From an optimization exercise on the open Yosys and OpenROAD flow, aimed at small area; shortcuts taken in it are not production practice.
The RTL was checked by simulation tests, not by an equivalence proof against the original design.
Power and IR drop assume default switching activity.

Setup of build 20:
// FourBitCPU
module FourBitCPU(rst, clk, opcode, address, myinput, myoutput, HLT, s_flag, z_flag, c_flag);
export LEC_CHECK = 0
export CAP_MARGIN = 20
export CORE_MARGIN = 2
export CORE_UTILIZATION = 70
export GPL_TIMING_DRIVEN = 0
export SLEW_MARGIN = 20
create_clock -name core_clock -period 8.0 [get_ports {clk}]
standard.sh (not shown) runs the stock make flow with config.mk's settings and CLKGATE_MAP_FILE= SYNTH_SCRIPT=/design/flow/synth_recipe.tcl, a recipe that flattens the netlist after the stock synthesis.
==> flow/flow/run.sh <==
#!/bin/bash
# Own flow: the standard layout (standard.sh), with the synthesis script
# swapped for flow/synth.tcl (same as synth_recipe.tcl but a different ABC
# mapping script) and no separate adder mapping. Every tool's output goes to a log file in this folder.
set -euo pipefail
HERE=$(pwd)
export FLOW_ABC_SCRIPT=$HERE/flow/abc_map.script
# check that synth_recipe.tcl is the script we modified
diff <(grep -v '^proc synth' synth_recipe.tcl) <(grep -v '^#\|^proc\|^  \|^}' flow/synth.tcl) > synth_diff.log 2>&1 || true
# Also leave ADDER_MAP_FILE empty, so that ORFS skips its extract_fa/adder
# mapping step and ABC maps the adder logic with everything else.
sed "s#SYNTH_SCRIPT=[^ ]*#SYNTH_SCRIPT=$HERE/flow/synth.tcl ADDER_MAP_FILE=#" standard.sh > my_standard.sh
if [[ -f flow/cts_args ]]; then export CTS_ARGS="$(cat flow/cts_args)"; fi
if [[ -f flow/buffer_ports_args ]]; then export BUFFER_PORTS_ARGS="$(cat flow/buffer_ports_args)"; fi
bash my_standard.sh > flow_run.log 2>&1
==> flow/flow/abc_map.script <==
strash
dch -f
amap
mfs -a
strash
dch -f
amap
topo
==> flow/flow/buffer_ports_args <==
-buffer_cell sky130_fd_sc_hd__buf_1
==> flow/flow/cts_args <==
-sink_clustering_enable -repair_clock_nets -dont_use_dummy_load -buf_list {sky130_fd_sc_hd__clkbuf_4} -sink_clustering_size 10 -sink_clustering_max_diameter 40
==> flow/flow/synth.tcl <==
# The standard flow's synthesis script (synth_recipe.tcl) with one change: the combinational
# logic is mapped by ABC with flow/abc_map.script (area-oriented amap and mfs) instead of
# ORFS's abc_speed/abc_area script. Registers are untouched by ABC.
proc synth {args} { yosys synth -nofsm -noshare {*}$args }
proc abc {args} {
  set i [lsearch -exact $args -script]
  if {$i >= 0} { lset args [expr {$i + 1}] $::env(FLOW_ABC_SCRIPT) }
  yosys abc {*}$args
}
source $::env(SCRIPTS_DIR)/synth.tcl
# left out here: clear keep_hierarchy, flatten, clean up, hide names made inside functions, write 1_2_yosys.v
Build 20: full flow OK, the timing, DRC and antenna checks passed
Setup changes, build 20 to build 37
- CORE_UTILIZATION: 70 -> 78
- GPL_ROUTABILITY_DRIVEN: unset -> 0
- SLEW_MARGIN: 20 -> 10
- CAP_MARGIN: 20 -> 10
Run comparison: build 37 startpoint of the most critical setup path address[1]; build 20 startpoint of the most critical setup path opcode[2]. Re share of the clock period used by the worst path after layout: build 20 was lower than build 37. The worst hold slack of build 37 was superior to that of build 20. Average detailed-routed wire length per instance up 5.3% in build 37 wrt build 20. Per the comparison of build 37 with build 20, total die area has decreased, layout filler cell count fell 220, area growth from synthesis to layout fell by 0.82 points. Total power draw essentially unchanged between build 20 and build 37.
What build 92 does differently from build 37 at the input level:
- GPL_ROUTABILITY_DRIVEN no longer set, was 0
- CORE_UTILIZATION now 70, was 78
## What came out
On worst setup skew after layout: between build 37 and build 92, it ends up lower for build 92. | design area | lower: build 37 |. Compared build 92 vs build 37, and area overhead of the layout relative to synthesis is up in build 92. In the reports for build 37 and build 92, the smaller global-route track usage on met2 belongs to build 92. What build 92 reported for total of plain and repair buffers excluding clock buffers has to be multiplied by 0.895 to get the figure for build 37. Comparing build 37 and build 92, global-route track usage on met3 is higher on build 37. Build 92 vs. build 37: arrival time reported for the critical path endpoint ~0 delta; worst setup timing slack at the placement stage fell 0.17 ns; utilization fell by 7.9 points.

* * *

Starting RTL as in the previous note.
export LEC_CHECK = 0
export CAP_MARGIN = 10
export CORE_MARGIN = 2
export CORE_UTILIZATION = 78
export GPL_TIMING_DRIVEN = 0
export SLEW_MARGIN = 10
create_clock -name core_clock -period 8.0 [get_ports {clk}]
==> flow/flow/cts_args <==
-sink_clustering_enable -repair_clock_nets -dont_use_dummy_load -buf_list {sky130_fd_sc_hd__clkbuf_4} -sink_clustering_size 9 -sink_clustering_max_diameter 40
Scripts as last shown in full above: flow/flow/run.sh, flow/flow/abc_map.script, flow/flow/buffer_ports_args, flow/flow/synth.tcl
==> next run, changes <==
==> flow/flow/run.sh (replaced) <==
#!/bin/bash
# Own flow: the standard layout (standard.sh), with the synthesis script
# swapped for flow/synth.tcl (same as synth_recipe.tcl but a different ABC
# mapping script). Every tool's output goes to a log file in this folder.
set -euo pipefail
HERE=$(pwd)
export FLOW_ABC_SCRIPT=$HERE/flow/abc_map.script
# check that synth_recipe.tcl is the script we modified
diff <(grep -v '^proc synth' synth_recipe.tcl) <(grep -v '^#\|^proc\|^  \|^}' flow/synth.tcl) > synth_diff.log 2>&1 || true
sed "s#SYNTH_SCRIPT=[^ ]*#SYNTH_SCRIPT=$HERE/flow/synth.tcl#" standard.sh > my_standard.sh
if [[ -f flow/cts_args ]]; then export CTS_ARGS="$(cat flow/cts_args)"; fi
if [[ -f flow/buffer_ports_args ]]; then export BUFFER_PORTS_ARGS="$(cat flow/buffer_ports_args)"; fi
bash my_standard.sh > flow_run.log 2>&1
==> flow/flow/cts_args (replaced) <==
-sink_clustering_enable -repair_clock_nets -dont_use_dummy_load -buf_list {sky130_fd_sc_hd__clkbuf_8} -sink_clustering_size 20 -sink_clustering_max_diameter 50
- CAP_MARGIN: 10 -> 20
- CORE_UTILIZATION: 78 -> 70
- SLEW_MARGIN: 10 -> 20
Effect:
- The new run went through all stages and came out clean
- non-clock buffer count is higher by 3
- final cell count is higher by 1.8%
- worst hold slack loses 0.017 ns
- cell area is higher by 3.1%
- clock power is higher by about 2%
- worst setup slack loses 0.58 ns
==> next run, changes <==
==> flow/flow/cts_args (replaced) <==
-sink_clustering_enable -repair_clock_nets -dont_use_dummy_load -buf_list {sky130_fd_sc_hd__clkbuf_4} -sink_clustering_size 10 -sink_clustering_max_diameter 40
- CORE_UTILIZATION: 70 -> 75
=> Clock-buffer cell count rises by 11. Power falls by 0.86%. Sequential share of layout area rises by 0.51 points. Routed wire length falls by 1.5%. Final area falls by 0.80%. Hold slack gains 0.023 ns. Area after synthesis does not change. First-iteration DRC count rises by 26%.
==> next run, changes <==
==> flow/flow/cts_args (replaced) <==
-sink_clustering_enable -repair_clock_nets -dont_use_dummy_load -buf_list {sky130_fd_sc_hd__clkbuf_8} -sink_clustering_size 16 -sink_clustering_max_diameter 80
- CORE_UTILIZATION: 75 -> 70
After rerunning:
- design area goes up slightly
- register-to-register slack improved by 0.04 ns
- fmax decreases by a few percent
- first-iteration DRC count shrinks by a few percent
- die area rose by a few percent
- count of clock-buffer cells in the layout fell by 10
- power grows by a few percent
- wire length grows by a few percent
- synthesized area stays the same

* * *

v15:
The RTL this note starts from:
==> flow/design.v <==
`timescale 1ns / 1ps
module FourBitCPU(rst, clk, opcode, address, myinput, myoutput, HLT, s_flag, z_flag, c_flag);
input rst, clk;
input [3:0] opcode;
input [3:0] address;
input [7:0] myinput;
output reg [7:0] myoutput;
output reg HLT, s_flag, z_flag, c_flag;
reg [7:0] memE [0:7];
reg [7:0] memO [0:7];
reg [7:0] stk  [0:7];
reg [3:0] stackPoint;
reg [4:0] progCount;
wire pcDone = (progCount[2:0] == 3'b000);
wire run = !pcDone && !HLT;
wire [7:0] oSel = 8'd1 << address[3:1];
wire [7:0] eSel = address[0] ? {oSel[6:0], oSel[7]} : oSel;
wire [2:0] eIdx = address[3:1] + address[0];
wire [7:0] eVal = memE[eIdx];
wire [7:0] oVal = memO[address[3:1]];
wire [7:0] memA  = address[0] ? oVal : eVal;
wire [7:0] memA1 = address[0] ? eVal : oVal;
wire [7:0] mem0  = memE[0];
wire [7:0] spSel  = 8'd1 << stackPoint[2:0];
wire [7:0] stkTop = stk[stackPoint[2:0]];
wire       isSub = (opcode == 4'd1);
wire [7:0] addB  = myinput ^ {8{isSub}};
reg [8:0] cy;
reg [7:0] sum;
integer k;
always @*
begin
  cy[0] = isSub;
  for (k=0; k<8; k=k+1)
  begin
    sum[k] = memA[k] ^ addB[k] ^ cy[k];
    cy[k+1] = (memA[k] & addB[k]) | (cy[k] & (memA[k] ^ addB[k]));
  end
end
wire borrow = !cy[8];
reg [3:0] lut;    
always @*
  case (opcode)
    4'd3:  lut = 4'b1100;    
    4'd5:  lut = 4'b1010;    
    4'd7:  lut = 4'b1000;    
    4'd9:  lut = 4'b1110;    
    4'd10: lut = 4'b0110;    
    4'd14: lut = 4'b0011;    
    default: lut = 4'b1100;  
  endcase
reg [7:0] lres;
integer j;
always @*
  for (j=0; j<8; j=j+1)
    lres[j] = (opcode == 4'd3) ? mem0[j] : lut[{memA[j], myinput[j]}];
reg [7:0] res;
always @*
  case (opcode)
    4'd0:  res = sum;
    4'd2:  res = memA1;
    4'd4:  res = memA >> 1;
    4'd12: res = stkTop;
    4'd13: res = memA << 1;
    default: res = lres;
  endcase
wire resZero = (lres == 8'd0);
wire memZero = (memA == 8'd0);
wire isXchg = (opcode == 4'd2);
wire isPush = (opcode == 4'd11);
wire isPop  = (opcode == 4'd12);
wire wrA    = (opcode == 4'd3) || (opcode == 4'd5) || (opcode == 4'd7) || (opcode == 4'd9) ||
              (opcode == 4'd10) || (opcode == 4'd12) || (opcode == 4'd14);
wire weE = run && (isXchg || (wrA && !address[0]));
wire weO = run && (isXchg || (wrA && address[0]));
wire [7:0] dE = isXchg ? oVal : res;
wire [7:0] dO = isXchg ? eVal : res;
wire [7:0] dE0 = dE & {8{!rst}};
wire [7:0] dE1 = dE | {8{rst}};
wire [7:0] dO0 = dO & {8{!rst}};
wire [7:0] dO1 = dO | {8{rst}};
wire stkWe = run && (isPush || isPop);
wire stkK  = rst || isPop;
wire [7:0] dS0 = memA & {8{!stkK}};
wire [7:0] dS1 = memA | {8{stkK}};
wire       dS3a = rst ? 1'b0 : isPop ? !stackPoint[3] : memA[3];
wire       dS3b = rst ? 1'b1 : isPop ? !stackPoint[3] : memA[3];
genvar g;
generate
  for (g=0; g<8; g=g+1)
  begin : bank
    wire enE = rst || (weE && eSel[g]);
    wire enO = rst || (weO && oSel[g]);
    wire [7:0] nE = {dE0[7:4], g[2] ? dE1[3] : dE0[3], g[1] ? dE1[2] : dE0[2],
                     g[0] ? dE1[1] : dE0[1], dE0[0]};
    wire [7:0] nO = {dO0[7:4], g[2] ? dO1[3] : dO0[3], g[1] ? dO1[2] : dO0[2],
                     g[0] ? dO1[1] : dO0[1], dO1[0]};
    wire enS = rst || (stkWe && (isPush ? spSel[(g+1)%8] : spSel[g]));
    wire [7:0] nS = {dS0[7:4], (g >= 6) ? dS3b : dS3a, g[2] ? dS1[2] : dS0[2],
                     g[1] ? dS1[1] : dS0[1], g[0] ? dS1[0] : dS0[0]};
    always @(posedge clk)
    begin
      if (enE) memE[g] <= nE;
      if (enO) memO[g] <= nO;
      if (enS) stk[g] <= nS;
    end
  end
endgenerate
always @(posedge clk)
begin
if (rst)
begin
  c_flag <= 0;
  z_flag <= 0;
  s_flag <= 0;
  myoutput <= 0;
  HLT <= 0;
  progCount <= 5'b00001;
  stackPoint <= 4'b1110;
end
else if (run)
begin
  progCount <= {progCount[3:0], progCount[4] ^ progCount[2]};
  if (opcode != 4'd15) myoutput <= res;
  case (opcode)
  4'd0: begin c_flag <= cy[8]; s_flag <= 1'b0; if (memZero) z_flag <= 1'b1; end
  4'd1: begin c_flag <= borrow; s_flag <= borrow; z_flag <= memZero; end
  4'd3, 4'd7: if (resZero) z_flag <= 1'b1;
  4'd5, 4'd6: z_flag <= resZero;
  4'd8: begin c_flag <= 1'b0; s_flag <= 1'b0; z_flag <= 1'b0; end
  4'd9, 4'd10: begin c_flag <= 1'b0; s_flag <= 1'b0; z_flag <= resZero; end
  4'd11: stackPoint <= stackPoint - 1'b1;
  4'd12: stackPoint <= stackPoint + 1'b1;
  4'd13: z_flag <= memZero;
  4'd15: HLT <= 1'b1;
  default: ;
  endcase
end
end
endmodule
==> flow/config.mk <==
export PLATFORM = sky130hd
export DESIGN_NAME = FourBitCPU
export DESIGN_NICKNAME = FourBitCPU
export VERILOG_FILES = /design/flow/design.v
export SDC_FILE = /design/flow/constraint.sdc
export NUM_CORES = 4
export LEC_CHECK = 0
export CAP_MARGIN = 10
export CORE_MARGIN = 2
export CORE_UTILIZATION = 60
export GPL_TIMING_DRIVEN = 0
export SLEW_MARGIN = 10
==> flow/constraint.sdc <==
create_clock -name core_clock -period 8.0 [get_ports {clk}]
set_input_delay 1.6000 -clock core_clock [delete_from_list [all_inputs] [get_ports {clk}]]
set_output_delay 1.6000 -clock core_clock [all_outputs]
set_load 0.01 [all_outputs]
==> flow/flow/run.sh <==
#!/bin/bash
# Own flow: the standard layout (standard.sh), with the synthesis script
# swapped for flow/synth.tcl (same as synth_recipe.tcl but a different ABC
# mapping script). Every tool's output goes to a log file in this folder.
set -euo pipefail
HERE=$(pwd)
export FLOW_ABC_SCRIPT=$HERE/flow/abc_map.script
# check that synth_recipe.tcl is the script we modified
diff <(grep -v '^proc synth' synth_recipe.tcl) <(grep -v '^#\|^proc\|^  \|^}' flow/synth.tcl) > synth_diff.log 2>&1 || true
sed "s#SYNTH_SCRIPT=[^ ]*#SYNTH_SCRIPT=$HERE/flow/synth.tcl#" standard.sh > my_standard.sh
if [[ -f flow/cts_args ]]; then export CTS_ARGS="$(cat flow/cts_args)"; fi
if [[ -f flow/buffer_ports_args ]]; then export BUFFER_PORTS_ARGS="$(cat flow/buffer_ports_args)"; fi
bash my_standard.sh > flow_run.log 2>&1
==> flow/flow/cts_args <==
-sink_clustering_enable -repair_clock_nets -dont_use_dummy_load -buf_list {sky130_fd_sc_hd__clkbuf_8} -sink_clustering_size 16 -sink_clustering_max_diameter 80
Scripts as last shown in full above: flow/flow/abc_map.script, flow/flow/buffer_ports_args, flow/flow/synth.tcl
v15 closes out successfully: all stages finished, all timing, DRC and antenna checks passed.
For v47, these inputs were changed with respect to v15:
diff --git a/flow/config.mk b/flow/config.mk
--- a/flow/config.mk
+++ b/flow/config.mk
@@ -7,3 +7,3 @@
 export LEC_CHECK = 0
-export CAP_MARGIN = 10
+export CAP_MARGIN = 0
 export CORE_MARGIN = 2
@@ -11,2 +11,2 @@
 export GPL_TIMING_DRIVEN = 0
-export SLEW_MARGIN = 10
+export SLEW_MARGIN = 0
[summary]
Per the comparison of v47 with v15, largest incremental delay on the critical path moved down, multi-input combinational area share fell 0.31 points. Switching power of the nets (higher): v15. In terms of leakage power summed over all cells, v15 and v47 differ only marginally. FAIL: v47; every other run in v15 and v47 is clean. [flow] v47 | stages: complete | final checks: fail | reason: capacitance limit, slew limit. Area share of buffers outside the clock network across v15 and v47: no real change. [compare] base=v15 new=v47: final period demand of the worst path dropped 0.14 ns; final hold slack dropped 0.0038 ns; cell-internal power barely changed; wire length on met2 dropped 1.2%.
#### Input delta (v29 over v47)
==> flow/flow/cts_args <==
-sink_clustering_enable -repair_clock_nets -dont_use_dummy_load -buf_list {sky130_fd_sc_hd__clkbuf_16} -sink_clustering_size 32 -sink_clustering_max_diameter 100
diff --git a/flow/config.mk b/flow/config.mk
--- a/flow/config.mk
+++ b/flow/config.mk
@@ -7,3 +7,3 @@
 export LEC_CHECK = 0
-export CAP_MARGIN = 0
+export CAP_MARGIN = 20
 export CORE_MARGIN = 2
@@ -11,2 +11,2 @@
 export GPL_TIMING_DRIVEN = 0
-export SLEW_MARGIN = 0
+export SLEW_MARGIN = 20
Results
Having completed the whole flow, v29 delivered a layout that passed the timing, DRC and antenna checks.
From v29 to v47, area of the core did not move at all.
Launch point of the worst path: address[1] -> v29, address[0] -> v47
v29 against v47: distinct cell type count after synthesis held steady; global routing usage on met1 shrank by 0.97 points.
On number of antenna violations at the first check in global routing, v47 and v29 are basically level.
v47 → v29: finished layout cell area shows an increase of about 0.35%, worst setup margin shows a reduction of 0.15 ns, worst hold slack shows a reduction of 0.0050 ns, internal power contribution shows an increase of about 3.4%.
#### Input delta (v51 over v29)
==> flow/flow/cts_args <==
-sink_clustering_enable -repair_clock_nets -dont_use_dummy_load -buf_list {sky130_fd_sc_hd__clkbuf_8} -sink_clustering_size 16 -sink_clustering_max_diameter 80
Results
On internal power component, v51 does better than v29.
Diff v29 -> v51: total wire length went down, total area of multi-input combinational cells did not really move.
v51 finished every step from synthesis to the final layout, and the layout passed the timing, DRC and antenna checks.

## static timing again, ports no longer ideal
Ports are ideal in the flow. The routed layouts listed here were re-timed in OpenROAD.
Step 1 sets driving cells, clkbuf_16 on the clock port and buf_2 on the other inputs (assumed; they add their load-dependent delay and slew).
Step 2 moves the port delays by t, midway between the first and last clock arrival at a register: inputs arrive t later, outputs are due t later. That takes back most of the time a late clock gives input paths.
Three values: ideal ports, drivers, drivers and shift; two values: the first two.
| run | shift t [ns] | slack for setup (ns) | hold WS [ns] |
|---|---|---|---|
| build 20 | 0.645 | 1.218 / 1.230 / 0.585 | 0.468 / 0.468 / 0.468 |
| build 37 | 0.646 | 0.744 / 0.757 / 0.111 | 0.491 / 0.491 / 0.491 |
| build 92 | 0.651 | 0.768 / 0.777 / 0.125 | 0.486 / 0.486 / 0.486 |
| the first run of note 2 | 0.649 | 0.981 / 0.997 / 0.348 | 0.477 / 0.477 / 0.477 |
| the second run of note 2 | 0.512 | 0.397 / 0.410 / -0.102 | 0.459 / 0.459 / 0.459 |
| the third run of note 2 | 0.650 | 0.608 / 0.620 / -0.030 | 0.482 / 0.482 / 0.482 |
| the fourth run of note 2 | 0.538 | 0.372 / 0.388 / -0.150 | 0.465 / 0.465 / 0.465 |
| v15 | 0.534 | 0.250 / 0.264 / -0.271 | 0.477 / 0.477 / 0.477 |
| v47 | 0.537 | 0.388 / 0.383 / -0.154 | 0.474 / 0.474 / 0.474 |
| v29 | 0.498 | 0.242 / 0.262 / -0.236 | 0.468 / 0.468 / 0.468 |
| v51 | 0.534 | 0.228 / 0.231 / -0.303 | 0.472 / 0.472 / 0.472 |
For build 92, which loses most, drivers alone change the setup slack by +0.009 ns; drivers and shift together by -0.643 ns.
